This design comes from an exercise in tuning for small area and a short achievable clock period on the open sky130 flow, not from production work.
Only simulation tests tie the RTL to the original design; equivalence was not proved.
Power and IR drop assume default switching activity.

## flow/config.mk

```make
export PLATFORM = sky130hd
export DESIGN_NAME = Dividor_Segmentado
export DESIGN_NICKNAME = Dividor_Segmentado
export VERILOG_FILES = /design/flow/design.v
export SDC_FILE = /design/flow/constraint.sdc
export NUM_CORES = 4
export LEC_CHECK = 0
export ABC_AREA = 1
export CAP_MARGIN = 30
export CORE_MARGIN = 2
export CORE_UTILIZATION = 40
export CTS_CLUSTER_DIAMETER = 100
export CTS_CLUSTER_SIZE = 30
export SETUP_SLACK_MARGIN = 3.6
export SLEW_MARGIN = 30
```

## flow/design.v

```verilog
module Aux_Segmentado #(
    parameter integer W = 1
) (
    input  logic [W:0]    Pn,
    input  logic [W:0]    Dn,
    input  logic          ci,
    input  logic          hz,
    input  logic          bn,
    input  logic [W+1:0]  Dnn,
    output logic [W:0]    R_out,
    output logic [W+1:0]  Pn_out,
    output logic          qbit
);
    localparam integer N = W + 1;
    localparam integer LV = (N > 16) ? 5 : (N > 8) ? 4 : (N > 4) ? 3 : (N > 2) ? 2 : 1;
    logic [W:0] P, T, g, sum;
    logic [N:0] c;
    assign P = ~Pn;
    assign T = P ^ Dn;
    assign g = Dn & ~P;
    logic [N-1:0] G [0:LV];
    logic [N-1:0] Q [0:LV];
    assign G[0] = {g[N-1:1], g[0] | (P[0] & ci)};
    assign Q[0] = {P[N-1:1], 1'b0};
    genvar l, i;
    generate
        for (l = 0; l < LV; l = l + 1) begin : g_l
            for (i = 0; i < N; i = i + 1) begin : g_i
                if (((i >> l) & 1) == 1) begin : g_c
                    assign G[l+1][i] = G[l][i] | (Q[l][i] & G[l][((i >> l) << l) - 1]);
                    assign Q[l+1][i] = Q[l][i] & Q[l][((i >> l) << l) - 1];
                end else begin : g_p
                    assign G[l+1][i] = G[l][i];
                    assign Q[l+1][i] = Q[l][i];
                end
            end
        end
    endgenerate
    assign c[0] = ci;
    assign c[N:1] = G[LV];
    assign sum = P ^ c[W:0];
    assign qbit = c[N] & hz;
    assign R_out = qbit ? sum : T;
    assign Pn_out = ~({R_out, bn} ^ Dnn);
endmodule
module Dividor_Segmentado #(
    parameter integer tamanyo = 32
) (
    input CLK, RSTa, Start,
    input logic [tamanyo-1:0] Num, Den,
    output logic Done,
    output logic [tamanyo-1:0] Coc, Res
);
    logic s0_v, s0_sn, s0_ci;
    logic [31:0] s0_dn, s0_qr;    
    logic [2:0] s0_p;    
    logic [1:0] s0_hz;    
    logic s1_v, s1_sn, s1_ci;
    logic [31:0] s1_dn, s1_qr;    
    logic [4:0] s1_p;    
    logic s2_v, s2_sn, s2_ci;
    logic [31:0] s2_dn, s2_qr;    
    logic [5:0] s2_p;    
    logic s3_v, s3_sn, s3_ci;
    logic [31:0] s3_dn, s3_qr;    
    logic [6:0] s3_p;    
    logic s4_v, s4_sn, s4_ci;
    logic [31:0] s4_dn, s4_qr;    
    logic [7:0] s4_p;    
    logic s5_v, s5_sn, s5_ci;
    logic [31:0] s5_dn, s5_qr;    
    logic [8:0] s5_p;    
    logic s6_v, s6_sn, s6_ci;
    logic [31:0] s6_dn, s6_qr;    
    logic [9:0] s6_p;    
    logic s7_v, s7_sn, s7_ci;
    logic [31:0] s7_dn, s7_qr;    
    logic [10:0] s7_p;    
    logic s8_v, s8_sn, s8_ci;
    logic [31:0] s8_dn, s8_qr;    
    logic [11:0] s8_p;    
    logic s9_v, s9_sn, s9_ci;
    logic [31:0] s9_dn, s9_qr;    
    logic [12:0] s9_p;    
    logic s10_v, s10_sn, s10_ci;
    logic [31:0] s10_dn, s10_qr;    
    logic [13:0] s10_p;    
    logic s11_v, s11_sn, s11_ci;
    logic [31:0] s11_dn, s11_qr;    
    logic [14:0] s11_p;    
    logic s12_v, s12_sn, s12_ci;
    logic [31:0] s12_dn, s12_qr;    
    logic [15:0] s12_p;    
    logic s13_v, s13_sn, s13_ci;
    logic [31:0] s13_dn, s13_qr;    
    logic [16:0] s13_p;    
    logic s14_v, s14_sn, s14_ci;
    logic [31:0] s14_dn, s14_qr;    
    logic [17:0] s14_p;    
    logic s15_v, s15_sn, s15_ci;
    logic [31:0] s15_dn, s15_qr;    
    logic [18:0] s15_p;    
    logic s16_v, s16_sn, s16_ci;
    logic [31:0] s16_dn, s16_qr;    
    logic [19:0] s16_p;    
    logic s17_v, s17_sn, s17_ci;
    logic [31:0] s17_dn, s17_qr;    
    logic [20:0] s17_p;    
    logic s18_v, s18_sn, s18_ci;
    logic [31:0] s18_dn, s18_qr;    
    logic [21:0] s18_p;    
    logic s19_v, s19_sn, s19_ci;
    logic [31:0] s19_dn, s19_qr;    
    logic [22:0] s19_p;    
    logic s20_v, s20_sn, s20_ci;
    logic [31:0] s20_dn, s20_qr;    
    logic [23:0] s20_p;    
    logic s21_v, s21_sn, s21_ci;
    logic [31:0] s21_dn, s21_qr;    
    logic [24:0] s21_p;    
    logic s22_v, s22_sn, s22_ci;
    logic [31:0] s22_dn, s22_qr;    
    logic [25:0] s22_p;    
    logic s23_v, s23_sn, s23_ci;
    logic [31:0] s23_dn, s23_qr;    
    logic [26:0] s23_p;    
    logic s24_v, s24_sn, s24_ci;
    logic [31:0] s24_dn, s24_qr;    
    logic [27:0] s24_p;    
    logic s25_v, s25_sn, s25_ci;
    logic [31:0] s25_dn, s25_qr;    
    logic [28:0] s25_p;    
    logic s26_v, s26_sn, s26_ci;
    logic [31:0] s26_dn, s26_qr;    
    logic [29:0] s26_p;    
    logic s27_v, s27_sn, s27_ci;
    logic [31:0] s27_dn, s27_qr;    
    logic [30:0] s27_p;    
    logic s28_v, s28_sn, s28_ci;
    logic [31:0] s28_dn, s28_qr;    
    logic [31:0] s28_p;    
    logic s29_v, s29_sn, s29_ci;
    logic [31:0] s29_dn, s29_qr;    
    logic [31:0] s29_r;
    logic [31:0] xin, dnin;
    assign xin = Num ^ {32{Num[31]}};
    assign dnin = ~(Den ^ {32{Den[31]}});
    logic rr0_0, qb0_0, m0_0_0, m1_0_0;
    logic [1:0] pp0_0;
    assign m0_0_0 = (&dnin) & ~Den[31];
    assign m1_0_0 = (&dnin) ? ~~Den[31] : ((dnin == 32'hFFFFFFFE) & ~Den[31]);
    assign qb0_0 = m0_0_0 | (m1_0_0 & xin[31]);
    assign rr0_0 = xin[31] & ~m1_0_0;
    assign pp0_0 = ~({rr0_0, xin[30]} ^ dnin[1:0]);
    logic [31:0] qq0_0;
    assign qq0_0 = {xin[30:0], qb0_0};
    logic [1:0] rr0_1; logic [2:0] pp0_1; logic qb0_1;
    Aux_Segmentado #(.W(1)) u_step0_1 (.Pn(pp0_0), .Dn(dnin[1:0]), .ci(~Den[31]), .hz(&dnin[31:2]), .bn(qq0_0[30]), .Dnn(dnin[2:0]), .R_out(rr0_1), .Pn_out(pp0_1), .qbit(qb0_1));
    logic [31:0] qq0_1;
    assign qq0_1 = {qq0_0[30:0], qb0_1};
    always_ff @(posedge CLK, negedge RSTa)
        if (!RSTa) s0_v <= 1'b0;
        else s0_v <= Start;
    always_ff @(posedge CLK) begin
        s0_sn <= Num[31];
        s0_ci <= ~Den[31];
        s0_dn <= dnin;
        s0_qr <= qq0_1;
        s0_p <= pp0_1;
        s0_hz[0] <= &dnin[31:3];
        s0_hz[1] <= &dnin[31:4];
    end
    logic [2:0] rr1_0; logic [3:0] pp1_0; logic qb1_0;
    Aux_Segmentado #(.W(2)) u_step1_0 (.Pn(s0_p), .Dn(s0_dn[2:0]), .ci(s0_ci), .hz(s0_hz[0]), .bn(s0_qr[30]), .Dnn(s0_dn[3:0]), .R_out(rr1_0), .Pn_out(pp1_0), .qbit(qb1_0));
    logic [31:0] qq1_0;
    assign qq1_0 = {s0_qr[30:0], qb1_0};
    logic [3:0] rr1_1; logic [4:0] pp1_1; logic qb1_1;
    Aux_Segmentado #(.W(3)) u_step1_1 (.Pn(pp1_0), .Dn(s0_dn[3:0]), .ci(s0_ci), .hz(s0_hz[1]), .bn(qq1_0[30]), .Dnn(s0_dn[4:0]), .R_out(rr1_1), .Pn_out(pp1_1), .qbit(qb1_1));
    logic [31:0] qq1_1;
    assign qq1_1 = {qq1_0[30:0], qb1_1};
    always_ff @(posedge CLK, negedge RSTa)
        if (!RSTa) s1_v <= 1'b0;
        else s1_v <= s0_v;
    always_ff @(posedge CLK) begin
        s1_sn <= s0_sn;
        s1_ci <= s0_ci;
        s1_dn <= s0_dn;
        s1_qr <= qq1_1;
        s1_p <= pp1_1;
    end
    logic [4:0] rr2_0; logic [5:0] pp2_0; logic qb2_0;
    Aux_Segmentado #(.W(4)) u_step2_0 (.Pn(s1_p), .Dn(s1_dn[4:0]), .ci(s1_ci), .hz(&s1_dn[31:5]), .bn(s1_qr[30]), .Dnn(s1_dn[5:0]), .R_out(rr2_0), .Pn_out(pp2_0), .qbit(qb2_0));
    logic [31:0] qq2_0;
    assign qq2_0 = {s1_qr[30:0], qb2_0};
    always_ff @(posedge CLK, negedge RSTa)
        if (!RSTa) s2_v <= 1'b0;
        else s2_v <= s1_v;
    always_ff @(posedge CLK) begin
        s2_sn <= s1_sn;
        s2_ci <= s1_ci;
        s2_dn <= s1_dn;
        s2_qr <= qq2_0;
        s2_p <= pp2_0;
    end
    logic [5:0] rr3_0; logic [6:0] pp3_0; logic qb3_0;
    Aux_Segmentado #(.W(5)) u_step3_0 (.Pn(s2_p), .Dn(s2_dn[5:0]), .ci(s2_ci), .hz(&s2_dn[31:6]), .bn(s2_qr[30]), .Dnn(s2_dn[6:0]), .R_out(rr3_0), .Pn_out(pp3_0), .qbit(qb3_0));
    logic [31:0] qq3_0;
    assign qq3_0 = {s2_qr[30:0], qb3_0};
    always_ff @(posedge CLK, negedge RSTa)
        if (!RSTa) s3_v <= 1'b0;
        else s3_v <= s2_v;
    always_ff @(posedge CLK) begin
        s3_sn <= s2_sn;
        s3_ci <= s2_ci;
        s3_dn <= s2_dn;
        s3_qr <= qq3_0;
        s3_p <= pp3_0;
    end
    logic [6:0] rr4_0; logic [7:0] pp4_0; logic qb4_0;
    Aux_Segmentado #(.W(6)) u_step4_0 (.Pn(s3_p), .Dn(s3_dn[6:0]), .ci(s3_ci), .hz(&s3_dn[31:7]), .bn(s3_qr[30]), .Dnn(s3_dn[7:0]), .R_out(rr4_0), .Pn_out(pp4_0), .qbit(qb4_0));
    logic [31:0] qq4_0;
    assign qq4_0 = {s3_qr[30:0], qb4_0};
    always_ff @(posedge CLK, negedge RSTa)
        if (!RSTa) s4_v <= 1'b0;
        else s4_v <= s3_v;
    always_ff @(posedge CLK) begin
        s4_sn <= s3_sn;
        s4_ci <= s3_ci;
        s4_dn <= s3_dn;
        s4_qr <= qq4_0;
        s4_p <= pp4_0;
    end
    logic [7:0] rr5_0; logic [8:0] pp5_0; logic qb5_0;
    Aux_Segmentado #(.W(7)) u_step5_0 (.Pn(s4_p), .Dn(s4_dn[7:0]), .ci(s4_ci), .hz(&s4_dn[31:8]), .bn(s4_qr[30]), .Dnn(s4_dn[8:0]), .R_out(rr5_0), .Pn_out(pp5_0), .qbit(qb5_0));
    logic [31:0] qq5_0;
    assign qq5_0 = {s4_qr[30:0], qb5_0};
    always_ff @(posedge CLK, negedge RSTa)
        if (!RSTa) s5_v <= 1'b0;
        else s5_v <= s4_v;
    always_ff @(posedge CLK) begin
        s5_sn <= s4_sn;
        s5_ci <= s4_ci;
        s5_dn <= s4_dn;
        s5_qr <= qq5_0;
        s5_p <= pp5_0;
    end
    logic [8:0] rr6_0; logic [9:0] pp6_0; logic qb6_0;
    Aux_Segmentado #(.W(8)) u_step6_0 (.Pn(s5_p), .Dn(s5_dn[8:0]), .ci(s5_ci), .hz(&s5_dn[31:9]), .bn(s5_qr[30]), .Dnn(s5_dn[9:0]), .R_out(rr6_0), .Pn_out(pp6_0), .qbit(qb6_0));
    logic [31:0] qq6_0;
    assign qq6_0 = {s5_qr[30:0], qb6_0};
    always_ff @(posedge CLK, negedge RSTa)
        if (!RSTa) s6_v <= 1'b0;
        else s6_v <= s5_v;
    always_ff @(posedge CLK) begin
        s6_sn <= s5_sn;
        s6_ci <= s5_ci;
        s6_dn <= s5_dn;
        s6_qr <= qq6_0;
        s6_p <= pp6_0;
    end
    logic [9:0] rr7_0; logic [10:0] pp7_0; logic qb7_0;
    Aux_Segmentado #(.W(9)) u_step7_0 (.Pn(s6_p), .Dn(s6_dn[9:0]), .ci(s6_ci), .hz(&s6_dn[31:10]), .bn(s6_qr[30]), .Dnn(s6_dn[10:0]), .R_out(rr7_0), .Pn_out(pp7_0), .qbit(qb7_0));
    logic [31:0] qq7_0;
    assign qq7_0 = {s6_qr[30:0], qb7_0};
    always_ff @(posedge CLK, negedge RSTa)
        if (!RSTa) s7_v <= 1'b0;
        else s7_v <= s6_v;
    always_ff @(posedge CLK) begin
        s7_sn <= s6_sn;
        s7_ci <= s6_ci;
        s7_dn <= s6_dn;
        s7_qr <= qq7_0;
        s7_p <= pp7_0;
    end
    logic [10:0] rr8_0; logic [11:0] pp8_0; logic qb8_0;
    Aux_Segmentado #(.W(10)) u_step8_0 (.Pn(s7_p), .Dn(s7_dn[10:0]), .ci(s7_ci), .hz(&s7_dn[31:11]), .bn(s7_qr[30]), .Dnn(s7_dn[11:0]), .R_out(rr8_0), .Pn_out(pp8_0), .qbit(qb8_0));
    logic [31:0] qq8_0;
    assign qq8_0 = {s7_qr[30:0], qb8_0};
    always_ff @(posedge CLK, negedge RSTa)
        if (!RSTa) s8_v <= 1'b0;
        else s8_v <= s7_v;
    always_ff @(posedge CLK) begin
        s8_sn <= s7_sn;
        s8_ci <= s7_ci;
        s8_dn <= s7_dn;
        s8_qr <= qq8_0;
        s8_p <= pp8_0;
    end
    logic [11:0] rr9_0; logic [12:0] pp9_0; logic qb9_0;
    Aux_Segmentado #(.W(11)) u_step9_0 (.Pn(s8_p), .Dn(s8_dn[11:0]), .ci(s8_ci), .hz(&s8_dn[31:12]), .bn(s8_qr[30]), .Dnn(s8_dn[12:0]), .R_out(rr9_0), .Pn_out(pp9_0), .qbit(qb9_0));
    logic [31:0] qq9_0;
    assign qq9_0 = {s8_qr[30:0], qb9_0};
    always_ff @(posedge CLK, negedge RSTa)
        if (!RSTa) s9_v <= 1'b0;
        else s9_v <= s8_v;
    always_ff @(posedge CLK) begin
        s9_sn <= s8_sn;
        s9_ci <= s8_ci;
        s9_dn <= s8_dn;
        s9_qr <= qq9_0;
        s9_p <= pp9_0;
    end
    logic [12:0] rr10_0; logic [13:0] pp10_0; logic qb10_0;
    Aux_Segmentado #(.W(12)) u_step10_0 (.Pn(s9_p), .Dn(s9_dn[12:0]), .ci(s9_ci), .hz(&s9_dn[31:13]), .bn(s9_qr[30]), .Dnn(s9_dn[13:0]), .R_out(rr10_0), .Pn_out(pp10_0), .qbit(qb10_0));
    logic [31:0] qq10_0;
    assign qq10_0 = {s9_qr[30:0], qb10_0};
    always_ff @(posedge CLK, negedge RSTa)
        if (!RSTa) s10_v <= 1'b0;
        else s10_v <= s9_v;
    always_ff @(posedge CLK) begin
        s10_sn <= s9_sn;
        s10_ci <= s9_ci;
        s10_dn <= s9_dn;
        s10_qr <= qq10_0;
        s10_p <= pp10_0;
    end
    logic [13:0] rr11_0; logic [14:0] pp11_0; logic qb11_0;
    Aux_Segmentado #(.W(13)) u_step11_0 (.Pn(s10_p), .Dn(s10_dn[13:0]), .ci(s10_ci), .hz(&s10_dn[31:14]), .bn(s10_qr[30]), .Dnn(s10_dn[14:0]), .R_out(rr11_0), .Pn_out(pp11_0), .qbit(qb11_0));
    logic [31:0] qq11_0;
    assign qq11_0 = {s10_qr[30:0], qb11_0};
    always_ff @(posedge CLK, negedge RSTa)
        if (!RSTa) s11_v <= 1'b0;
        else s11_v <= s10_v;
    always_ff @(posedge CLK) begin
        s11_sn <= s10_sn;
        s11_ci <= s10_ci;
        s11_dn <= s10_dn;
        s11_qr <= qq11_0;
        s11_p <= pp11_0;
    end
    logic [14:0] rr12_0; logic [15:0] pp12_0; logic qb12_0;
    Aux_Segmentado #(.W(14)) u_step12_0 (.Pn(s11_p), .Dn(s11_dn[14:0]), .ci(s11_ci), .hz(&s11_dn[31:15]), .bn(s11_qr[30]), .Dnn(s11_dn[15:0]), .R_out(rr12_0), .Pn_out(pp12_0), .qbit(qb12_0));
    logic [31:0] qq12_0;
    assign qq12_0 = {s11_qr[30:0], qb12_0};
    always_ff @(posedge CLK, negedge RSTa)
        if (!RSTa) s12_v <= 1'b0;
        else s12_v <= s11_v;
    always_ff @(posedge CLK) begin
        s12_sn <= s11_sn;
        s12_ci <= s11_ci;
        s12_dn <= s11_dn;
        s12_qr <= qq12_0;
        s12_p <= pp12_0;
    end
    logic [15:0] rr13_0; logic [16:0] pp13_0; logic qb13_0;
    Aux_Segmentado #(.W(15)) u_step13_0 (.Pn(s12_p), .Dn(s12_dn[15:0]), .ci(s12_ci), .hz(&s12_dn[31:16]), .bn(s12_qr[30]), .Dnn(s12_dn[16:0]), .R_out(rr13_0), .Pn_out(pp13_0), .qbit(qb13_0));
    logic [31:0] qq13_0;
    assign qq13_0 = {s12_qr[30:0], qb13_0};
    always_ff @(posedge CLK, negedge RSTa)
        if (!RSTa) s13_v <= 1'b0;
        else s13_v <= s12_v;
    always_ff @(posedge CLK) begin
        s13_sn <= s12_sn;
        s13_ci <= s12_ci;
        s13_dn <= s12_dn;
        s13_qr <= qq13_0;
        s13_p <= pp13_0;
    end
    logic [16:0] rr14_0; logic [17:0] pp14_0; logic qb14_0;
    Aux_Segmentado #(.W(16)) u_step14_0 (.Pn(s13_p), .Dn(s13_dn[16:0]), .ci(s13_ci), .hz(&s13_dn[31:17]), .bn(s13_qr[30]), .Dnn(s13_dn[17:0]), .R_out(rr14_0), .Pn_out(pp14_0), .qbit(qb14_0));
    logic [31:0] qq14_0;
    assign qq14_0 = {s13_qr[30:0], qb14_0};
    always_ff @(posedge CLK, negedge RSTa)
        if (!RSTa) s14_v <= 1'b0;
        else s14_v <= s13_v;
    always_ff @(posedge CLK) begin
        s14_sn <= s13_sn;
        s14_ci <= s13_ci;
        s14_dn <= s13_dn;
        s14_qr <= qq14_0;
        s14_p <= pp14_0;
    end
    logic [17:0] rr15_0; logic [18:0] pp15_0; logic qb15_0;
    Aux_Segmentado #(.W(17)) u_step15_0 (.Pn(s14_p), .Dn(s14_dn[17:0]), .ci(s14_ci), .hz(&s14_dn[31:18]), .bn(s14_qr[30]), .Dnn(s14_dn[18:0]), .R_out(rr15_0), .Pn_out(pp15_0), .qbit(qb15_0));
    logic [31:0] qq15_0;
    assign qq15_0 = {s14_qr[30:0], qb15_0};
    always_ff @(posedge CLK, negedge RSTa)
        if (!RSTa) s15_v <= 1'b0;
        else s15_v <= s14_v;
    always_ff @(posedge CLK) begin
        s15_sn <= s14_sn;
        s15_ci <= s14_ci;
        s15_dn <= s14_dn;
        s15_qr <= qq15_0;
        s15_p <= pp15_0;
    end
    logic [18:0] rr16_0; logic [19:0] pp16_0; logic qb16_0;
    Aux_Segmentado #(.W(18)) u_step16_0 (.Pn(s15_p), .Dn(s15_dn[18:0]), .ci(s15_ci), .hz(&s15_dn[31:19]), .bn(s15_qr[30]), .Dnn(s15_dn[19:0]), .R_out(rr16_0), .Pn_out(pp16_0), .qbit(qb16_0));
    logic [31:0] qq16_0;
    assign qq16_0 = {s15_qr[30:0], qb16_0};
    always_ff @(posedge CLK, negedge RSTa)
        if (!RSTa) s16_v <= 1'b0;
        else s16_v <= s15_v;
    always_ff @(posedge CLK) begin
        s16_sn <= s15_sn;
        s16_ci <= s15_ci;
        s16_dn <= s15_dn;
        s16_qr <= qq16_0;
        s16_p <= pp16_0;
    end
    logic [19:0] rr17_0; logic [20:0] pp17_0; logic qb17_0;
    Aux_Segmentado #(.W(19)) u_step17_0 (.Pn(s16_p), .Dn(s16_dn[19:0]), .ci(s16_ci), .hz(&s16_dn[31:20]), .bn(s16_qr[30]), .Dnn(s16_dn[20:0]), .R_out(rr17_0), .Pn_out(pp17_0), .qbit(qb17_0));
    logic [31:0] qq17_0;
    assign qq17_0 = {s16_qr[30:0], qb17_0};
    always_ff @(posedge CLK, negedge RSTa)
        if (!RSTa) s17_v <= 1'b0;
        else s17_v <= s16_v;
    always_ff @(posedge CLK) begin
        s17_sn <= s16_sn;
        s17_ci <= s16_ci;
        s17_dn <= s16_dn;
        s17_qr <= qq17_0;
        s17_p <= pp17_0;
    end
    logic [20:0] rr18_0; logic [21:0] pp18_0; logic qb18_0;
    Aux_Segmentado #(.W(20)) u_step18_0 (.Pn(s17_p), .Dn(s17_dn[20:0]), .ci(s17_ci), .hz(&s17_dn[31:21]), .bn(s17_qr[30]), .Dnn(s17_dn[21:0]), .R_out(rr18_0), .Pn_out(pp18_0), .qbit(qb18_0));
    logic [31:0] qq18_0;
    assign qq18_0 = {s17_qr[30:0], qb18_0};
    always_ff @(posedge CLK, negedge RSTa)
        if (!RSTa) s18_v <= 1'b0;
        else s18_v <= s17_v;
    always_ff @(posedge CLK) begin
        s18_sn <= s17_sn;
        s18_ci <= s17_ci;
        s18_dn <= s17_dn;
        s18_qr <= qq18_0;
        s18_p <= pp18_0;
    end
    logic [21:0] rr19_0; logic [22:0] pp19_0; logic qb19_0;
    Aux_Segmentado #(.W(21)) u_step19_0 (.Pn(s18_p), .Dn(s18_dn[21:0]), .ci(s18_ci), .hz(&s18_dn[31:22]), .bn(s18_qr[30]), .Dnn(s18_dn[22:0]), .R_out(rr19_0), .Pn_out(pp19_0), .qbit(qb19_0));
    logic [31:0] qq19_0;
    assign qq19_0 = {s18_qr[30:0], qb19_0};
    always_ff @(posedge CLK, negedge RSTa)
        if (!RSTa) s19_v <= 1'b0;
        else s19_v <= s18_v;
    always_ff @(posedge CLK) begin
        s19_sn <= s18_sn;
        s19_ci <= s18_ci;
        s19_dn <= s18_dn;
        s19_qr <= qq19_0;
        s19_p <= pp19_0;
    end
    logic [22:0] rr20_0; logic [23:0] pp20_0; logic qb20_0;
    Aux_Segmentado #(.W(22)) u_step20_0 (.Pn(s19_p), .Dn(s19_dn[22:0]), .ci(s19_ci), .hz(&s19_dn[31:23]), .bn(s19_qr[30]), .Dnn(s19_dn[23:0]), .R_out(rr20_0), .Pn_out(pp20_0), .qbit(qb20_0));
    logic [31:0] qq20_0;
    assign qq20_0 = {s19_qr[30:0], qb20_0};
    always_ff @(posedge CLK, negedge RSTa)
        if (!RSTa) s20_v <= 1'b0;
        else s20_v <= s19_v;
    always_ff @(posedge CLK) begin
        s20_sn <= s19_sn;
        s20_ci <= s19_ci;
        s20_dn <= s19_dn;
        s20_qr <= qq20_0;
        s20_p <= pp20_0;
    end
    logic [23:0] rr21_0; logic [24:0] pp21_0; logic qb21_0;
    Aux_Segmentado #(.W(23)) u_step21_0 (.Pn(s20_p), .Dn(s20_dn[23:0]), .ci(s20_ci), .hz(&s20_dn[31:24]), .bn(s20_qr[30]), .Dnn(s20_dn[24:0]), .R_out(rr21_0), .Pn_out(pp21_0), .qbit(qb21_0));
    logic [31:0] qq21_0;
    assign qq21_0 = {s20_qr[30:0], qb21_0};
    always_ff @(posedge CLK, negedge RSTa)
        if (!RSTa) s21_v <= 1'b0;
        else s21_v <= s20_v;
    always_ff @(posedge CLK) begin
        s21_sn <= s20_sn;
        s21_ci <= s20_ci;
        s21_dn <= s20_dn;
        s21_qr <= qq21_0;
        s21_p <= pp21_0;
    end
    logic [24:0] rr22_0; logic [25:0] pp22_0; logic qb22_0;
    Aux_Segmentado #(.W(24)) u_step22_0 (.Pn(s21_p), .Dn(s21_dn[24:0]), .ci(s21_ci), .hz(&s21_dn[31:25]), .bn(s21_qr[30]), .Dnn(s21_dn[25:0]), .R_out(rr22_0), .Pn_out(pp22_0), .qbit(qb22_0));
    logic [31:0] qq22_0;
    assign qq22_0 = {s21_qr[30:0], qb22_0};
    always_ff @(posedge CLK, negedge RSTa)
        if (!RSTa) s22_v <= 1'b0;
        else s22_v <= s21_v;
    always_ff @(posedge CLK) begin
        s22_sn <= s21_sn;
        s22_ci <= s21_ci;
        s22_dn <= s21_dn;
        s22_qr <= qq22_0;
        s22_p <= pp22_0;
    end
    logic [25:0] rr23_0; logic [26:0] pp23_0; logic qb23_0;
    Aux_Segmentado #(.W(25)) u_step23_0 (.Pn(s22_p), .Dn(s22_dn[25:0]), .ci(s22_ci), .hz(&s22_dn[31:26]), .bn(s22_qr[30]), .Dnn(s22_dn[26:0]), .R_out(rr23_0), .Pn_out(pp23_0), .qbit(qb23_0));
    logic [31:0] qq23_0;
    assign qq23_0 = {s22_qr[30:0], qb23_0};
    always_ff @(posedge CLK, negedge RSTa)
        if (!RSTa) s23_v <= 1'b0;
        else s23_v <= s22_v;
    always_ff @(posedge CLK) begin
        s23_sn <= s22_sn;
        s23_ci <= s22_ci;
        s23_dn <= s22_dn;
        s23_qr <= qq23_0;
        s23_p <= pp23_0;
    end
    logic [26:0] rr24_0; logic [27:0] pp24_0; logic qb24_0;
    Aux_Segmentado #(.W(26)) u_step24_0 (.Pn(s23_p), .Dn(s23_dn[26:0]), .ci(s23_ci), .hz(&s23_dn[31:27]), .bn(s23_qr[30]), .Dnn(s23_dn[27:0]), .R_out(rr24_0), .Pn_out(pp24_0), .qbit(qb24_0));
    logic [31:0] qq24_0;
    assign qq24_0 = {s23_qr[30:0], qb24_0};
    always_ff @(posedge CLK, negedge RSTa)
        if (!RSTa) s24_v <= 1'b0;
        else s24_v <= s23_v;
    always_ff @(posedge CLK) begin
        s24_sn <= s23_sn;
        s24_ci <= s23_ci;
        s24_dn <= s23_dn;
        s24_qr <= qq24_0;
        s24_p <= pp24_0;
    end
    logic [27:0] rr25_0; logic [28:0] pp25_0; logic qb25_0;
    Aux_Segmentado #(.W(27)) u_step25_0 (.Pn(s24_p), .Dn(s24_dn[27:0]), .ci(s24_ci), .hz(&s24_dn[31:28]), .bn(s24_qr[30]), .Dnn(s24_dn[28:0]), .R_out(rr25_0), .Pn_out(pp25_0), .qbit(qb25_0));
    logic [31:0] qq25_0;
    assign qq25_0 = {s24_qr[30:0], qb25_0};
    always_ff @(posedge CLK, negedge RSTa)
        if (!RSTa) s25_v <= 1'b0;
        else s25_v <= s24_v;
    always_ff @(posedge CLK) begin
        s25_sn <= s24_sn;
        s25_ci <= s24_ci;
        s25_dn <= s24_dn;
        s25_qr <= qq25_0;
        s25_p <= pp25_0;
    end
    logic [28:0] rr26_0; logic [29:0] pp26_0; logic qb26_0;
    Aux_Segmentado #(.W(28)) u_step26_0 (.Pn(s25_p), .Dn(s25_dn[28:0]), .ci(s25_ci), .hz(&s25_dn[31:29]), .bn(s25_qr[30]), .Dnn(s25_dn[29:0]), .R_out(rr26_0), .Pn_out(pp26_0), .qbit(qb26_0));
    logic [31:0] qq26_0;
    assign qq26_0 = {s25_qr[30:0], qb26_0};
    always_ff @(posedge CLK, negedge RSTa)
        if (!RSTa) s26_v <= 1'b0;
        else s26_v <= s25_v;
    always_ff @(posedge CLK) begin
        s26_sn <= s25_sn;
        s26_ci <= s25_ci;
        s26_dn <= s25_dn;
        s26_qr <= qq26_0;
        s26_p <= pp26_0;
    end
    logic [29:0] rr27_0; logic [30:0] pp27_0; logic qb27_0;
    Aux_Segmentado #(.W(29)) u_step27_0 (.Pn(s26_p), .Dn(s26_dn[29:0]), .ci(s26_ci), .hz(&s26_dn[31:30]), .bn(s26_qr[30]), .Dnn(s26_dn[30:0]), .R_out(rr27_0), .Pn_out(pp27_0), .qbit(qb27_0));
    logic [31:0] qq27_0;
    assign qq27_0 = {s26_qr[30:0], qb27_0};
    always_ff @(posedge CLK, negedge RSTa)
        if (!RSTa) s27_v <= 1'b0;
        else s27_v <= s26_v;
    always_ff @(posedge CLK) begin
        s27_sn <= s26_sn;
        s27_ci <= s26_ci;
        s27_dn <= s26_dn;
        s27_qr <= qq27_0;
        s27_p <= pp27_0;
    end
    logic [30:0] rr28_0; logic [31:0] pp28_0; logic qb28_0;
    Aux_Segmentado #(.W(30)) u_step28_0 (.Pn(s27_p), .Dn(s27_dn[30:0]), .ci(s27_ci), .hz(&s27_dn[31:31]), .bn(s27_qr[30]), .Dnn(s27_dn[31:0]), .R_out(rr28_0), .Pn_out(pp28_0), .qbit(qb28_0));
    logic [31:0] qq28_0;
    assign qq28_0 = {s27_qr[30:0], qb28_0};
    always_ff @(posedge CLK, negedge RSTa)
        if (!RSTa) s28_v <= 1'b0;
        else s28_v <= s27_v;
    always_ff @(posedge CLK) begin
        s28_sn <= s27_sn;
        s28_ci <= s27_ci;
        s28_dn <= s27_dn;
        s28_qr <= qq28_0;
        s28_p <= pp28_0;
    end
    logic [31:0] rr29_0; logic [32:0] pp29_0; logic qb29_0;
    Aux_Segmentado #(.W(31)) u_step29_0 (.Pn(s28_p), .Dn(s28_dn[31:0]), .ci(s28_ci), .hz(1'b1), .bn(1'b0), .Dnn({1'b0, s28_dn}), .R_out(rr29_0), .Pn_out(pp29_0), .qbit(qb29_0));
    logic [31:0] qq29_0;
    assign qq29_0 = {s28_qr[30:0], qb29_0};
    always_ff @(posedge CLK, negedge RSTa)
        if (!RSTa) s29_v <= 1'b0;
        else s29_v <= s28_v;
    always_ff @(posedge CLK) begin
        s29_sn <= s28_sn;
        s29_ci <= s28_ci;
        s29_dn <= s28_dn;
        s29_qr <= qq29_0;
        s29_r <= rr29_0;
    end
    logic [31:0] fx;
    logic eq, wrap, sq;
    assign sq = s29_sn ^ ~s29_ci;    
    assign fx = ~(s29_r ^ s29_dn);
    assign eq = (fx == {s29_r[30:0] & s29_dn[30:0], s29_ci});
    assign wrap = s29_sn & eq;
    logic [31:0] cy, cpre;
    assign cy = s29_qr ^ {32{sq}};
    assign cpre[0] = 1'b1;
    genvar gi;
    generate
        for (gi = 1; gi < 32; gi = gi + 1) begin : g_cpre
            assign cpre[gi] = &cy[gi-1:0];
        end
    endgenerate
    always_ff @(posedge CLK, negedge RSTa)
        if (!RSTa) Done <= 1'b0;
        else Done <= s29_v;
    always_ff @(posedge CLK) begin
        Coc <= cy ^ (cpre & {32{sq ^ wrap}});
        Res <= s29_sn ? (wrap ? 32'd0 : ~s29_r) : s29_r;
    end
endmodule
```

## flow/run.sh

```bash
#!/bin/bash
# synth_recipe.tcl (not shown) runs the flow's synth.tcl, then flattens the netlist and writes it again
# the make line also repeats each setting of config.mk as NAME=value (left out here)
make -C /OpenROAD-flow-scripts/flow DESIGN_CONFIG=/design/flow/config.mk WORK_HOME=/design/flow/orfs CLKGATE_MAP_FILE= SYNTH_SCRIPT=/design/flow/synth_recipe.tcl finish
```

## flow/constraint.sdc

```tcl
create_clock -name core_clock -period 6.0 [get_ports {CLK}]
set_input_delay 1.2000 -clock core_clock [delete_from_list [all_inputs] [get_ports {CLK}]]
set_output_delay 1.2000 -clock core_clock [all_outputs]
set_load 0.01 [all_outputs]
```

==> results of run 1 <==
[how the worst max path moves through the flow]
| stage | startpoint | to | slack, ns | cells past startpoint |
|---|---|---|---|---|
| after floorplan | Den[31] | s0_p[1] | 3.49 | 12 |
| after global placement | s26_dn[0] | s27_p[24] | 2.41 | 17 |
| after detailed placement | Den[31] | s0_p[1] | 2.60 | 11 |
| after CTS | Done | Done | 3.43 | 1 |
| after global routing | s29_sn | Coc[27] | 3.37 | 14 |
| final | s29_sn | Coc[26] | 3.51 | 14 |
[stage by stage]
step	power, mW	setup slack (ns)
after floorplan	33.8	3.49
after detailed placement	37.3	2.60
after CTS	46.9	3.43
after global routing	51.6	3.37
final	47.9	3.51
after global placement	36.9	2.41
[per-layer routing]
metal / track usage [%] / vias to the layer above
met5: 0 / -
met4: 4.69 / 0
met3: 1.80 / 240
met2: 27.5 / 905
met1: 18.6 / 29300
li1: - / 33700
[power by group through the flow]
stage	sequential [mW]	combinational [mW]	clock (mW)
finish	23.1	16.1	8.69
global route	23.5	18.4	9.71
CTS	23.1	14.7	9.10
detailed placement	23.4	13.9	0
global placement	23.4	13.5	0
floorplan	22.6	11.3	0
[worst max-delay path, delay by kind of cell (launching register included)]
| family | cells | cell delay [ns] |
|---|---|---|
| buffers and inverters | 1 | 0.12 |
| xor gates and xnor gates | 1 | 0.23 |
| and+or+nand+nor | 12 | 1.56 |
| DFF | 1 | 0.45 |
[Yosys cell counts, types with 55 or more instances]
cell / instances / area [sq um]
a21oi_1: 167 / 836
buf_2: 55 / 275
clkbuf_1: 75 / 282
dfxtp_1: 2540 / 50800
inv_1: 1267 / 4760
nand2_1: 3448 / 12900
nand3_1: 726 / 3630
nand3b_1: 318 / 2390
nand4_1: 134 / 838
nor2_1: 463 / 1740
nor3_1: 103 / 515
o21ai_0: 277 / 1390
o21ai_1: 81 / 405
xnor2_1: 550 / 4820
xor2_1: 81 / 709
[cell families after synthesis]
kind of cell	share of synthesized area, %
adders and majority gates	0.446
and+or+nand+nor	25.3
muxes	0.250
buffers and inverters	6.12
DFF	57.5
xor gates and xnor gates	6.27
AOI/OAI and AO/OA	4.05
[state kept, by name (all words and copies together), names as in the netlist, 32 cells and up]
signal,count
Coc,32
Res,32
s28_p,32
s29_qr,32
s29_r,32
[layout make-up]
class	count	area share (%)
Multi-Input combinational cell	6665	34.2
Tap cell	2975	3.68
Timing Repair Buffer	287	2.91
Sequential cell	2571	51.2
Clock inverter	38	0.521
Clock buffer	114	2.64
Inverter	1285	4.82
[timing repair]
item,CTS,global route
setup buffers,32,61
cloned,21,23
pin swaps,28,59
setup endpoints to repair,568,605
gates resized for setup,496,296
==> flow_summary.ini, run 1 <==
[run_status]
status = timing/DRC/antenna clean

[logic_synthesis]
postSynthAreaPerCell_sq_um = 8.43
ys_warn_count = 94
syn_inst = 10600
async_reset_ff_share_pct = 1.21
seq_area_frac_synth_pct = 57.5
synth_area_sq_um = 89700
synth-edff-count = 0
synthFlopType = dfxtp_1
yosysUniqueCellTypes = 59
synth-seq-cells = 2571
synth_fp_nets = 10700

[setup_path]
path_common_cell = nand2_1
r2r-start = s29_sn
crit_chain = inv_1 > nand2_4 > nand2_4 > xor2_1 > nor2_2 > nand3_1 > nor2_1 > nand2_2 > nor2_4 > nand2_1 > nor2_1 > nand2_1 > nand2_1 > nand2_1
reg2reg_slack_ns = 3.51
crit_fanout = 8
startpoint_type = flip-flop
end_kind = flip-flop
worst_r2r_path_depth = 14
worst_ep_required_time_ns = 6.68
cp.arrival_ns = 3.17
setup.worst_path.class = flip-flop to flip-flop
slowest_stage = dfxtp_4
slowest_delay_ns = 0.45
reg2reg_to = Coc[26]

[detailed_routing]
vias_per_cell = 4.61
wl_met3_um = 5650
drt_first_pass_iters = 6
avgRoutedWirePerCell_um = 13.1
wl_met1_um = 80800
drt_iter0_drc = 3513
dr.max_layer_used = met4
via_count = 64200
antenna_left = 0
remaining_drc_errors = 0
wl_um = 182000
wl_met2_um = 91300

[worst_hold_path]
hp-class = flip-flop to flip-flop
hold-path-cell-count = 0
hold_start = s5_qr[13]
hold_path_end = s6_qr[14]

[cts]
cts_sinks = 2571
cts_buffers = 104
clk_latency_ns = 0.81
cts_tree = built
cts_max_level = 3
clock_path_buffers = 3
postCtsHoldBufs = 0
clockRootBuffer = clkbuf_16
clkTransAtPathRegs_ns = 0.11

[layout]
final_cells = 13900
design_area_sq_um = 101000
n_antenna_cell = 0
seqCellArea_sq_um = 51800
fillers = 21400
layout_commonest_cell = nand2_1
nets = 11000
layout-drive-gt1-share_pct = 7.34
areaGrowthSynthToFinish_pct = 12.6
utilization_pct = 45.4
layout_common_cells = nand2_1, dfxtp_1, inv_1, nand3_1, xnor2_1
multi_input_area_sq_um = 34500

[placed_design]
dp_hpwl_um = 131000
dp.cells = 13600
postPlaceCellArea_sq_um = 94600
io_buffers = 131
gp_congestion = 0.873

[timing]
relSlewSlack_pct = 34.2
fmax_mhz = 402
hold_viol_final = 0
final-max-slew-violation-count = 0
fin_worst_skew_ns = 0.0773
whs_ns = 0.261
worst_pin_slew_ns = 0.977
period_share_pct = 41.5
fin_crit_ns = 2.49
rsz0062_at_grt = true
setup_viol_count_final = 0
setup_tns_ns = 0

[grt]
antenna_found_initial = 5
grt_pass1_vias = 59700
grt.total_usage_pct = 15.1
grt_first_pass_wirelength_um = 293000
grt_max_degree = 57
overflow = 0

[floorplan]
coreArea_sq_um = 223000
die-area_sq_um = 228000
die_x_um = 478
core.rowCount = 173
dieHeight_um = 478
start_util_pct = 40.3
io_pins = 132

[power]
powerDensity_nw_per_um2 = 474
seq_power_share_pct = 48.2
power_switching_mw = 17.5
combPwrFrac_pct = 33.7
sw_frac_of_total_pct = 36.5
intPower_mw = 30.4
ir_worst_vdd_v = 0.000264
pwr-share-clk_pct = 18.1
leakage_nw = 47.9

[flow_run]
max_cap_viol_count = 0
==> inputs of run 2 (changes only) <==
--- a/flow/config.mk
+++ b/flow/config.mk
@@ -11,5 +11,6 @@
 export CORE_UTILIZATION = 40
 export CTS_CLUSTER_DIAMETER = 100
 export CTS_CLUSTER_SIZE = 30
-export SETUP_SLACK_MARGIN = 3.6
+export SETUP_SLACK_MARGIN = 3.75
 export SLEW_MARGIN = 30
+export TNS_END_PERCENT = 5
==> run 2 against run 1 <==
Still clean on timing, DRC and antenna; core utilization is 0.065 points lower; non-clock buffer count is 6 lower; first-iteration DRC count is 0.54% lower; synthesized cell count stayed put; setup slack worse by 0.0051 ns; clock power is 3.2% higher; die area stayed put; critical path type is now flip-flop to output port; largest cell class unchanged.
==> flow_summary.ini, run 2 <==
[floorplan]
core.rowCount = 173
start_util_pct = 40.3
coreArea_sq_um = 223000
die_x_um = 478
dieHeight_um = 478
io_pins = 132
die-area_sq_um = 228000

[placed_design]
dp_hpwl_um = 130000
io_buffers = 131
gp_congestion = 0.880
postPlaceCellArea_sq_um = 94600
post-place-ws_ns = 2.61
dp.cells = 13600

[timing]
fin_worst_skew_ns = 0.0509
fmax_mhz = 401
worst_pin_slew_ns = 0.998
worst_slack_ns = 3.51
period_share_pct = 41.6
final-max-slew-violation-count = 0
fin_crit_ns = 2.49
relSlewSlack_pct = 32.9
hold_viol_final = 0
setup_tns_ns = 0
setup_viol_count_final = 0
rsz0062_at_grt = true

[setup_path]
crit_chain = clkdlybuf4s15_2
worst_ep_required_time_ns = 4.80
cp.arrival_ns = 1.29
critPathBufInv = 1
setup.worst_path.class = flip-flop to output port
crit_family = flip-flops
startpoint = Coc[31]
slowest_delay_ns = 0.33
crit_fanout = 1
critical_path_depth = 1
worst_r2r_path_depth = 11
reg2reg_to = s22_p[2]
reg2reg_slack_ns = 3.55
slowest_stage = dfxtp_1
end_kind = output port
r2r-start = s21_p[16]
endpoint = Coc[31]
startpoint_type = flip-flop

[layout]
nets = 11000
fillers = 21300
layout-drive-gt1-share_pct = 6.91
layout_commonest_cell = nand2_1
seqCellArea_sq_um = 51800
layout_common_cells = nand2_1, dfxtp_1, inv_1, nand3_1, xnor2_1
final_cells = 13900
areaGrowthSynthToFinish_pct = 12.4
design_area_sq_um = 101000
multi_input_area_sq_um = 34400

[logic_synthesis]
yosysTopAreaCellShare_pct = 56.7
postSynthAreaPerCell_sq_um = 8.43
synthFlopType = dfxtp_1
synth_area_leaders = dfxtp_1, nand2_1, xnor2_1
yosysUniqueCellTypes = 59
yosysTopAreaCell = dfxtp_1
ys_warn_count = 94
syn_inst = 10600
synth_fp_nets = 10700
seq_area_frac_synth_pct = 57.5
synth_area_sq_um = 89700
async_reset_ff_share_pct = 1.21
synth-edff-count = 0
synth-seq-cells = 2571
yosys.cell_count.top_type = nand2_1
yosys-top-cells-count = nand2_1, dfxtp_1, inv_1

[grt]
antenna_found_initial = 5
overflow = 0
grt_max_degree = 43
grt_pass1_vias = 59500
grt.total_usage_pct = 14.8
grt_first_pass_wirelength_um = 288000

[detailed_routing]
wl_um = 182000
via_count = 64200
antenna_left = 0
vias_per_cell = 4.61
remaining_drc_errors = 0
drt_first_pass_iters = 6
drt_iter0_drc = 3494
avgRoutedWirePerCell_um = 13.0

[power]
powerDensity_nw_per_um2 = 475
leakage_nw = 47.8
ir_worst_vdd_v = 0.000244

[cts]
clk_latency_ns = 0.80
clockRootBuffer = clkbuf_16
clkTransAtPathRegs_ns = 0.11
cts_buffers = 107
cts_sinks = 2571
cts_tree = built
postCtsHoldBufs = 0
clock_path_buffers = 3
cts_max_level = 3

[run_status]
status = timing/DRC/antenna clean

[flow_run]
max_cap_viol_count = 0

[worst_hold_path]
hp-class = flip-flop to flip-flop
==> run 2: cell type report <==
class / count / share of cell area (%)
antenna: 2 / 0.00496
clock buffer: 120 / 2.78
clock inverter: 38 / 0.564
inverter: 1285 / 4.83
multi-input combinational: 6666 / 34.1
sequential: 2571 / 51.3
tap: 2975 / 3.69
timing repair buffer: 281 / 2.69
timing repair inverter: 2 / 0.0149
==> run 2: metrics by stage <==
stage / util [%] / hold WS [ns] / total power, mW
global route: 45.3 / 0.315 / 51.6
detailed placement: 42.5 / 0.312 / 37.3
global placement: 42.5 / 0.310 / 36.9
finish: 45.3 / 0.315 / 47.9
CTS: 44.3 / 0.307 / 46.8
floorplan: - / 0.310 / 33.8
==> run 2: worst min path at each step <==
| stage | slack [ns] | start | depth (start not counted) | end |
|---|---|---|---|---|
| global placement | 0.31 | s14_qr[15] | 0 | s15_qr[16] |
| detailed placement | 0.31 | s9_qr[9] | 0 | s10_qr[10] |
| CTS | 0.31 | s12_qr[9] | 0 | s13_qr[10] |
| global route | 0.31 | s12_qr[11] | 0 | s13_qr[12] |
| floorplan | 0.31 | s9_qr[9] | 0 | s10_qr[10] |
| finish | 0.32 | s3_qr[11] | 0 | s4_qr[12] |
==> run 2: what timing repair did <==
item	CTS	global route
pin swaps	8	50
endpoints found under the setup margin	607	623
cloned	7	33
buffers inserted	12	82
gates resized for setup	380	344
==> run 2: cells by family (layout without fill, tap and decap cells) <==
| family | count (synthesis) | in the layout | synth area share, % |
|---|---|---|---|
| xor gates and xnor gates | 637 | 638 | 6.27 |
| muxes | 22 | 22 | 0.250 |
| adders and majority gates | 32 | 32 | 0.446 |
| other | 0 | 2 | 0 |
| AOI/OAI and AO/OA | 661 | 661 | 4.05 |
| DFF | 2571 | 2571 | 57.5 |
| and+or+nand+nor | 5291 | 5313 | 25.3 |
| buffers and inverters | 1431 | 1726 | 6.12 |
==> run 2: routing by layer <==
layer | part of all wire (%) | GRT usage (%) | wire length, um
met1 | 44 | 18.2 | 80400
met2 | 49 | 26.9 | 89900
met3 | 3.3 | 1.76 | 6070
met4 | 3.0 | 4.79 | 5390
met5 | 0 | 0 | 0
==> run 2: power by group <==
| group | internal, mW | total, mW | switching [mW] |
|---|---|---|---|
| sequential | 20.1 | 23.1 | 2.99 |
| combinational | 6.71 | 15.9 | 9.15 |
| clock | 3.64 | 8.97 | 5.33 |
==> inputs of run 3 (changes only) <==
--- a/flow/config.mk
+++ b/flow/config.mk
@@ -11,6 +11,7 @@
 export CORE_UTILIZATION = 40
 export CTS_CLUSTER_DIAMETER = 100
 export CTS_CLUSTER_SIZE = 30
-export SETUP_SLACK_MARGIN = 3.75
+export PLACE_DENSITY = 0.72
+export SETUP_SLACK_MARGIN = 3.6
 export SLEW_MARGIN = 30
 export TNS_END_PERCENT = 5
==> run 3 against run 2 <==
Area after synthesis unchanged; core utilization decreased by 0.93 points; non-clock buffer count decreased by 85; largest power group unchanged.
==> flow_summary.ini, run 3 <==
[cts]
cts_sinks = 2571
clock_path_buffers = 3
clk_latency_ns = 0.82
cts_tree = built
postCtsHoldBufs = 0
cts_buffers = 101
cts_max_level = 3
clockRootBuffer = clkbuf_16
clkTransAtPathRegs_ns = 0.10

[detailed_routing]
avgRoutedWirePerCell_um = 11.7
vias_per_cell = 4.50
wl_um = 161000
antenna_left = 0
drt_iter0_drc = 2963
remaining_drc_errors = 0
drt_first_pass_iters = 6
via_count = 62200

[power]
power_switching_mw = 16.3
sw_frac_of_total_pct = 35.7
pwr-share-clk_pct = 18.4
leakage_nw = 46.9
powerDensity_nw_per_um2 = 464
ir_worst_vdd_v = 0.000296
seq_power_share_pct = 50.2
combPwrFrac_pct = 31.5
fin_total_pwr_mw = 45.8
intPower_mw = 29.5

[floorplan]
die_x_um = 478
dieHeight_um = 478
die-area_sq_um = 228000
io_pins = 132
coreArea_sq_um = 223000
core.rowCount = 173
start_util_pct = 40.3

[logic_synthesis]
postSynthAreaPerCell_sq_um = 8.43
synth_area_leaders = dfxtp_1, nand2_1, xnor2_1
synth_fp_nets = 10700
async_reset_ff_share_pct = 1.21
yosysTopAreaCellShare_pct = 56.7
synth_area_sq_um = 89700
yosys-top-cells-count = nand2_1, dfxtp_1, inv_1
yosysTopAreaCell = dfxtp_1
seq_area_frac_synth_pct = 57.5
synth-edff-count = 0
yosysUniqueCellTypes = 59
syn_inst = 10600
synthFlopType = dfxtp_1
synth-seq-cells = 2571
yosys.cell_count.top_type = nand2_1
ys_warn_count = 94

[layout]
multi_input_area_sq_um = 33600
fillers = 21400
layout_commonest_cell = nand2_1
layout-drive-gt1-share_pct = 3.90
layout_common_cells = nand2_1, dfxtp_1, inv_1, nand3_1, xnor2_1
final_cells = 13800
nets = 10900
areaGrowthSynthToFinish_pct = 10.1
seqCellArea_sq_um = 51700

[timing]
period_share_pct = 43.4
hold_viol_final = 0
setup_tns_ns = 0
final-max-slew-violation-count = 0
fmax_mhz = 384
fin_worst_skew_ns = 0.0536
relSlewSlack_pct = 38.6
fin_crit_ns = 2.60
rsz0062_at_grt = true
setup_viol_count_final = 0
worst_pin_slew_ns = 0.920

[worst_hold_path]
hold_path_end = s2_qr[11]
hp-class = flip-flop to flip-flop
hold-path-cell-count = 0
hold_start = s1_qr[10]

[setup_path]
worst_ep_required_time_ns = 4.80
crit_family = flip-flops
critical_path_depth = 1
cp.arrival_ns = 1.40
crit_chain = clkdlybuf4s15_2
worst_r2r_path_depth = 13
startpoint_type = flip-flop
reg2reg_slack_ns = 3.44
r2r-start = s29_r[30]
slowest_delay_ns = 0.37
crit_fanout = 1
startpoint = Coc[26]
end_kind = output port
reg2reg_to = Coc[18]
slowest_stage = dfxtp_2
critPathBufInv = 1
setup.worst_path.class = flip-flop to output port

[grt]
overflow = 0
grt_first_pass_wirelength_um = 260000
grt_pass1_vias = 56000
grt.total_usage_pct = 13.4
antenna_found_initial = 5
grt_max_degree = 63

[placed_design]
io_buffers = 131
dp_hpwl_um = 119000
gp_congestion = 0.878
dp.cells = 13600

[run_status]
status = timing/DRC/antenna clean

[flow_run]
max_cap_viol_count = 0
==> run 3: worst max path at each step <==
stage / end
floorplan: s0_p[1]
global placement: s24_p[14]
detailed placement: s0_qr[1]
CTS: Done
global route: s1_p[1]
finish: Coc[26]
==> run 3: per-stage QoR <==
| step | utilization (%) | hold slack, ns | instance area [sq um] | worst slack [ns] |
|---|---|---|---|---|
| after global routing | 44.4 | 0.294 | 98800 | 3.25 |
| after floorplan | - | 0.310 | 89900 | 3.49 |
| after global placement | 42.5 | 0.310 | 94500 | 2.21 |
| after CTS | 44.0 | 0.289 | 97800 | 3.28 |
| after detailed placement | 42.5 | 0.312 | 94600 | 2.35 |
| final | 44.4 | 0.295 | 98800 | 3.40 |
==> run 3: repair_timing <==
| item | 4_1_cts | 5_1_grt |
|---|---|---|
| gates cloned | 2 | 20 |
| setup buffers | 2 | 20 |
| pin swaps | 1 | 11 |
| resized for setup | 169 | 132 |
| setup endpoints to repair | 572 | 608 |
==> run 3: cell families (layout without fill, tap and decap cells) <==
| logic type | after synthesis | in the layout | synth area share, % |
|---|---|---|---|
| simple gates | 5291 | 5306 | 25.3 |
| flops | 2571 | 2571 | 57.5 |
| buf+inv | 1431 | 1610 | 6.12 |
| compound gates | 661 | 661 | 4.05 |
| xor+xnor | 637 | 637 | 6.27 |
| fa+ha+maj | 32 | 32 | 0.446 |
| mux | 22 | 22 | 0.250 |
| other cells | 0 | 4 | 0 |
==> run 3: final cells by class <==
| class | instances | area share (%) |
|---|---|---|
| Clock inverter | 18 | 0.357 |
| Inverter | 1285 | 4.92 |
| Clock buffer | 111 | 2.69 |
| Timing Repair Buffer | 196 | 1.96 |
| Antenna cell | 4 | 0.0101 |
| Multi-Input combinational cell | 6658 | 34.0 |
| Sequential cell | 2571 | 52.3 |
| Tap cell | 2975 | 3.77 |
==> run 3: metal layers <==
metal / wire (um) / global-route usage, % / share of wire (%)
met1: 66400 / 14.8 / 41
met2: 83600 / 25.6 / 52
met3: 5070 / 1.81 / 3.1
met4: 6480 / 5.24 / 4.0
met5: 0 / 0 / 0
==> run 3: power by group through the flow <==
stage	clock network (mW)	logic (mW)	registers, mW
6_report	8.42	14.4	23.0
5_1_grt	9.36	16.6	23.4
4_1_cts	8.78	13.7	23.0
3_5_place_dp	0	13.6	23.4
3_3_place_gp	0	13.3	23.3
2_1_floorplan	0	11.3	22.6
==> inputs of run 4 (changes only) <==
--- a/flow/config.mk
+++ b/flow/config.mk
@@ -11,7 +11,6 @@
 export CORE_UTILIZATION = 40
 export CTS_CLUSTER_DIAMETER = 100
 export CTS_CLUSTER_SIZE = 30
-export PLACE_DENSITY = 0.72
 export SETUP_SLACK_MARGIN = 3.6
 export SLEW_MARGIN = 30
 export TNS_END_PERCENT = 5
==> run 4 against run 3 <==
Synthesized cell count stayed put; fmax is 4.6% higher; non-clock buffer count is 66 higher; sequential share of layout area is 0.70 points lower; register-to-register slack better by 0.11 ns; global-route usage is 1.4 points higher; core utilization is 0.63 points higher; largest cell class unchanged; die area stayed put; still clean on timing, DRC and antenna; first-iteration DRC count is 21% higher; critical path depth stayed put.
==> flow_summary.ini, run 4 <==
[placed_design]
dp_hpwl_um = 131000
io_buffers = 131
gp_congestion = 0.870

[timing]
worst_pin_slew_ns = 0.988
final-max-slew-violation-count = 0
setup_tns_ns = 0
rsz0062_at_grt = true
period_share_pct = 41.5
relSlewSlack_pct = 34.0
fin_crit_ns = 2.49
fin_worst_skew_ns = 0.0647
hold_viol_final = 0
fmax_mhz = 402
setup_viol_count_final = 0

[setup_path]
crit_fanout = 1
endpoint = Coc[24]
setup.worst_path.class = flip-flop to output port
slowest_delay_ns = 0.32
worst_ep_required_time_ns = 4.80
end_kind = output port
startpoint = Coc[24]
critPathBufInv = 1
worst_r2r_path_depth = 14
reg2reg_slack_ns = 3.55
slowest_stage = dfxtp_1
reg2reg_to = Coc[30]
r2r-start = s29_sn
crit_chain = clkdlybuf4s15_2
critical_path_depth = 1
cp.arrival_ns = 1.29
startpoint_type = flip-flop
crit_family = flip-flops

[logic_synthesis]
yosysTopAreaCellShare_pct = 56.7
async_reset_ff_share_pct = 1.21
synthFlopType = dfxtp_1
synth_area_leaders = dfxtp_1, nand2_1, xnor2_1
yosysUniqueCellTypes = 59
syn_inst = 10600
synth-edff-count = 0
postSynthAreaPerCell_sq_um = 8.43
synth_fp_nets = 10700
yosysTopAreaCell = dfxtp_1
yosys-top-cells-count = nand2_1, dfxtp_1, inv_1
synth_area_sq_um = 89700
yosys.cell_count.top_type = nand2_1
synth-seq-cells = 2571
seq_area_frac_synth_pct = 57.5
ys_warn_count = 94

[detailed_routing]
antenna_left = 0
avgRoutedWirePerCell_um = 13.0
drt_first_pass_iters = 8
wl_um = 181000
drt_iter0_drc = 3573
remaining_drc_errors = 0
via_count = 63800
vias_per_cell = 4.58

[run_status]
status = timing/DRC/antenna clean

[power]
powerDensity_nw_per_um2 = 473
leakage_nw = 47.6
ir_worst_vdd_v = 0.000254

[cts]
clock_path_buffers = 3
cts_buffers = 104
clk_latency_ns = 0.80
cts_sinks = 2571
clkTransAtPathRegs_ns = 0.11
clockRootBuffer = clkbuf_16
cts_max_level = 3
cts_tree = built

[floorplan]
dieHeight_um = 478
die-area_sq_um = 228000
die_x_um = 478
core.rowCount = 173
coreArea_sq_um = 223000
io_pins = 132
start_util_pct = 40.3

[layout]
nets = 11000
layout_commonest_cell = nand2_1
layout-drive-gt1-share_pct = 6.10
layout_common_cells = nand2_1, dfxtp_1, inv_1, nand3_1, xnor2_1
areaGrowthSynthToFinish_pct = 11.7
fillers = 21400
utilization_pct = 45.0

[grt]
grt_max_degree = 54
overflow = 0
grt_first_pass_wirelength_um = 288000
grt.total_usage_pct = 14.8
grt_pass1_vias = 59300
antenna_found_initial = 7

[flow_run]
max_cap_viol_count = 0

[worst_hold_path]
hold_start = s18_qr[29]
hp-class = flip-flop to flip-flop
==> run 4: cell counts after synthesis <==
No cell type changed its count.
==> run 4: cell type report <==
cell class	count	area, sq um	area share [%]
antenna	1	2.50	0.00250
clock buffer	114	2670	2.67
clock inverter	37	454	0.453
inverter	1285	4870	4.86
multi-input combinational	6667	34100	34.1
sequential	2571	51700	51.6
tap	2975	3720	3.71
timing repair buffer	262	2640	2.64
==> run 4: power breakdown <==
group	total (mW)	switching, mW	internal [mW]
Combinational	15.7	9.12	6.61
Sequential	23.1	2.96	20.1
Clock	8.60	5.22	3.37
==> run 4: worst min path at each step <==
stage	endpoint	slack (ns)	cells after the start
2_1_floorplan	s10_qr[10]	0.31	0
3_3_place_gp	s19_qr[13]	0.31	0
3_5_place_dp	s10_qr[28]	0.31	0
4_1_cts	s24_qr[26]	0.32	0
5_1_grt	s6_qr[14]	0.32	0
6_report	s19_qr[30]	0.32	0
==> run 4: cell families after synthesis <==
group / after synthesis / share of synthesized area (%)
AND/OR/NAND/NOR: 5291 / 25.3
multiplexers: 22 / 0.250
adder cells (fa/ha/maj): 32 / 0.446
flip-flops: 2571 / 57.5
AO/OA/AOI/OAI: 661 / 4.05
buffers and inverters: 1431 / 6.12
XOR/XNOR: 637 / 6.27
==> run 4: routing by layer <==
| metal | vias up | track usage, % | wire, um |
|---|---|---|---|
| met5 | - | 0 | 0 |
| met4 | 0 | 4.72 | 4860 |
| met3 | 262 | 1.79 | 5730 |
| met2 | 900 | 26.6 | 90000 |
| met1 | 28900 | 18.3 | 80900 |
| li1 | 33700 | - | - |
==> run 4: through the flow <==
| step | hold WS (ns) | setup slack [ns] | cells | total power [mW] | cell area (sq um) |
|---|---|---|---|---|---|
| 6_report | 0.317 | 3.51 | 13900 | 47.4 | 100000 |
| 5_1_grt | 0.323 | 3.39 | 13900 | 51.1 | 100000 |
| 4_1_cts | 0.320 | 3.42 | 13800 | 46.3 | 98300 |
| 3_5_place_dp | 0.312 | 2.60 | 13600 | 37.3 | 94600 |
| 3_3_place_gp | 0.310 | 2.41 | 13600 | 36.9 | 94600 |
| 2_1_floorplan | 0.310 | 3.49 | 10600 | 33.8 | 89900 |
==> run 4: what timing repair did <==
| action | in CTS | in global routing |
|---|---|---|
| cloned | 5 | 34 |
| buffers inserted | 9 | 67 |
| resized for setup | 387 | 227 |
| setup endpoints to repair | 573 | 618 |
| hold buffers | 0 | 0 |
| pin swaps | 4 | 42 |
==> inputs of run 5 (changes only) <==
--- a/flow/config.mk
+++ b/flow/config.mk
@@ -11,6 +11,7 @@
 export CORE_UTILIZATION = 40
 export CTS_CLUSTER_DIAMETER = 100
 export CTS_CLUSTER_SIZE = 30
+export GPL_ROUTABILITY_DRIVEN = 0
 export SETUP_SLACK_MARGIN = 3.6
 export SLEW_MARGIN = 30
 export TNS_END_PERCENT = 5
==> run 5 against run 4 <==
Die area unchanged; synthesized cell count stayed put; setup slack worse by 0.057 ns; count of clock-buffer cells in the layout rose by 1; wire length down 2.1%; still clean on timing, DRC and antenna; worst hold slack worse by 0.0079 ns; sequential cell count stayed put; register-to-register slack got worse by 0.09 ns; clock skew down 0.016 ns; total power decreased by 0.30%; highest routed layer is now met5.
==> flow_summary.ini, run 5 <==
[power]
powerDensity_nw_per_um2 = 471
fin_total_pwr_mw = 47.2
ir_worst_vdd_v = 0.000269
leakage_nw = 47.5

[floorplan]
io_pins = 132
die-area_sq_um = 228000
dieHeight_um = 478
die_x_um = 478
start_util_pct = 40.3
core.rowCount = 173
coreArea_sq_um = 223000

[worst_hold_path]
hold-path-cell-count = 0
hold_start = s16_qr[27]
hp-class = flip-flop to flip-flop
hold_path_end = s17_qr[28]

[detailed_routing]
wl_um = 178000
vias_per_cell = 4.57
remaining_drc_errors = 0
drt_first_pass_iters = 6
via_count = 63500
drt_iter0_drc = 3484
antenna_left = 0
avgRoutedWirePerCell_um = 12.8

[timing]
setup_tns_ns = 0
fin_worst_skew_ns = 0.0482
hold_viol_final = 0
rsz0062_at_grt = true
fin_crit_ns = 2.54
worst_slack_ns = 3.46
worst_pin_slew_ns = 0.974
fmax_mhz = 393
period_share_pct = 42.4
relSlewSlack_pct = 34.9
final-max-slew-violation-count = 0
setup_viol_count_final = 0

[setup_path]
worst_r2r_path_depth = 16
worst_ep_required_time_ns = 6.66
reg2reg_to = Coc[22]
end_kind = flip-flop
cp.arrival_ns = 3.20
crit_fanout = 6
setup.worst_path.class = flip-flop to flip-flop
startpoint_type = flip-flop
reg2reg_slack_ns = 3.46
r2r-start = s29_dn[28]

[layout]
areaGrowthSynthToFinish_pct = 11.8
layout_commonest_cell = nand2_1
layout-drive-gt1-share_pct = 5.23
nets = 11000
final_cells = 13900
layout_common_cells = nand2_1, dfxtp_1, inv_1, nand3_1, xnor2_1

[placed_design]
io_buffers = 131
post-place-ws_ns = 2.52
dp.cells = 13600
dp_hpwl_um = 129000

[logic_synthesis]
synth-seq-cells = 2571
synth_fp_nets = 10700
yosys.cell_count.top_type = nand2_1
yosysUniqueCellTypes = 59
postSynthAreaPerCell_sq_um = 8.43
synth-edff-count = 0
synth_area_leaders = dfxtp_1, nand2_1, xnor2_1
seq_area_frac_synth_pct = 57.5
synth_area_sq_um = 89700
yosysTopAreaCellShare_pct = 56.7
async_reset_ff_share_pct = 1.21
ys_warn_count = 94
yosysTopAreaCell = dfxtp_1
yosys-top-cells-count = nand2_1, dfxtp_1, inv_1
synthFlopType = dfxtp_1
syn_inst = 10600

[cts]
cts_max_level = 3
clockRootBuffer = clkbuf_16
clkTransAtPathRegs_ns = 0.11
cts_tree = built
postCtsHoldBufs = 0
cts_buffers = 104
cts_sinks = 2571
clock_path_buffers = 3
clk_latency_ns = 0.78

[grt]
antenna_found_initial = 4
grt_max_degree = 41
grt_first_pass_wirelength_um = 285000
grt_pass1_vias = 59900
grt.total_usage_pct = 14.6
overflow = 0

[run_status]
status = timing/DRC/antenna clean

[flow_run]
max_cap_viol_count = 0
run 5: changes by cell type in the layout (fill, tap and decap cells not counted), moves of 6 or more:
cell             change
buf_2               -55
clkdlybuf4s15_1     +34
nand2_1             +23
nand2_2             -18
clkdlybuf4s15_2     +11
buf_4               -10
dlygate4sd2_1       +10
nand2_4              -8
buf_12               -6
clkinv_4             -6
nor3_1               +6
run 5: cells by family after synthesis:
family / synth area share, %
xor gates and xnor gates: 6.27
and+or+nand+nor: 25.3
AOI/OAI and AO/OA: 4.05
muxes: 0.250
buffers and inverters: 6.12
DFF: 57.5
adders and majority gates: 0.446
run 5: final cells by class:
type	instances	area, sq um
antenna	1	2.50
clock inverter	29	485
timing repair buffer	246	2760
inverter	1285	4870
fill	21300	122000
tap	2975	3720
sequential	2571	51700
multi-input combinational	6663	34000
clock buffer	115	2750
run 5: per-layer routing:
metal / up-vias / share of wire (%) / track usage, %
met2: 981 / 50 / 26.9
met3: 340 / 3.1 / 1.97
li1: 33600 / - / -
met1: 28600 / 43 / 16.9
met4: 2 / 4.2 / 6.01
met5: - / 0.0090 / 0
run 5: critical path, cell delays in order, from the launching register on:
cell	delay, ns
dfxtp_1	0.32
ha_1	0.29
xor2_1	0.14
o211ai_1	0.10
nor3_1	0.14
nand2_1	0.14
nor2_4	0.16
nand3_2	0.12
buf_12	0.16
xor2_4	0.19
clkbuf_16	0.18
buf_12	0.11
buf_4	0.11
buf_12	0.10
nand2_1	0.05
nand2_1	0.06
nand2_1	0.05
run 5: how the worst max path moves through the flow:
stage               start   endpoint  slack, ns
6_report       s29_dn[28]    Coc[22]       3.46
4_1_cts              Done       Done       3.37
2_1_floorplan     Den[31]    s0_p[1]       3.49
5_1_grt            s28_ci  s29_r[30]       3.32
3_3_place_gp       s29_sn    Coc[17]       2.46
3_5_place_dp       s29_sn    Coc[22]       2.52
run 5: through the flow:
| stage | instance area, sq um | utilization [%] | hold slack [ns] |
|---|---|---|---|
| after floorplan | 89900 | - | 0.310 |
| after global placement | 94600 | 42.5 | 0.310 |
| after detailed placement | 94600 | 42.5 | 0.312 |
| after CTS | 99000 | 44.5 | 0.304 |
| after global routing | 100000 | 45.1 | 0.320 |
| final | 100000 | 45.1 | 0.309 |
run 5: timing repair:
| action | CTS | global route |
|---|---|---|
| pin swaps | 15 | 41 |
| gates cloned | 11 | 24 |
| resized for setup | 297 | 183 |
| setup endpoints to repair | 588 | 618 |
| setup buffers | 20 | 36 |
run 5: power breakdown:
| part | switching [mW] | internal, mW |
|---|---|---|
| combinational | 8.88 | 6.46 |
| sequential | 2.97 | 20.1 |
| clock | 5.21 | 3.62 |
| total | 17.1 | 30.2 |

static timing again, ports no longer ideal:
How much do the figures lean on ideal ports? The routed layouts below were timed once more, with nothing changed but the port constraints.
Step 1, drivers: a clkbuf_16 drives CLK and a buf_2 each remaining input, both assumed.
Step 2 times the ports against the registers' clock, not the clock port: input delays grow and output delays shrink by t, the midpoint of the rising clock arrivals with the driver on.
Three values: ideal ports, drivers, drivers and shift; two values: the first two.
run	t, ns	setup WS [ns]	worst register clock-pin slew, ns
run 1	0.851	3.511 / 3.456 / 3.006	0.11 / 0.11
run 2	0.857	3.505 / 3.425 / 2.992	0.11 / 0.11
run 3	0.855	3.399 / 3.327 / 2.738	0.11 / 0.11
run 4	0.859	3.513 / 3.423 / 2.975	0.11 / 0.11
run 5	0.851	3.456 / 3.381 / 2.935	0.12 / 0.12
After both steps every run listed still meets setup and hold. The setup slack of run 3, which loses most, moves by -0.072 ns with the drivers and by -0.661 ns with both steps.
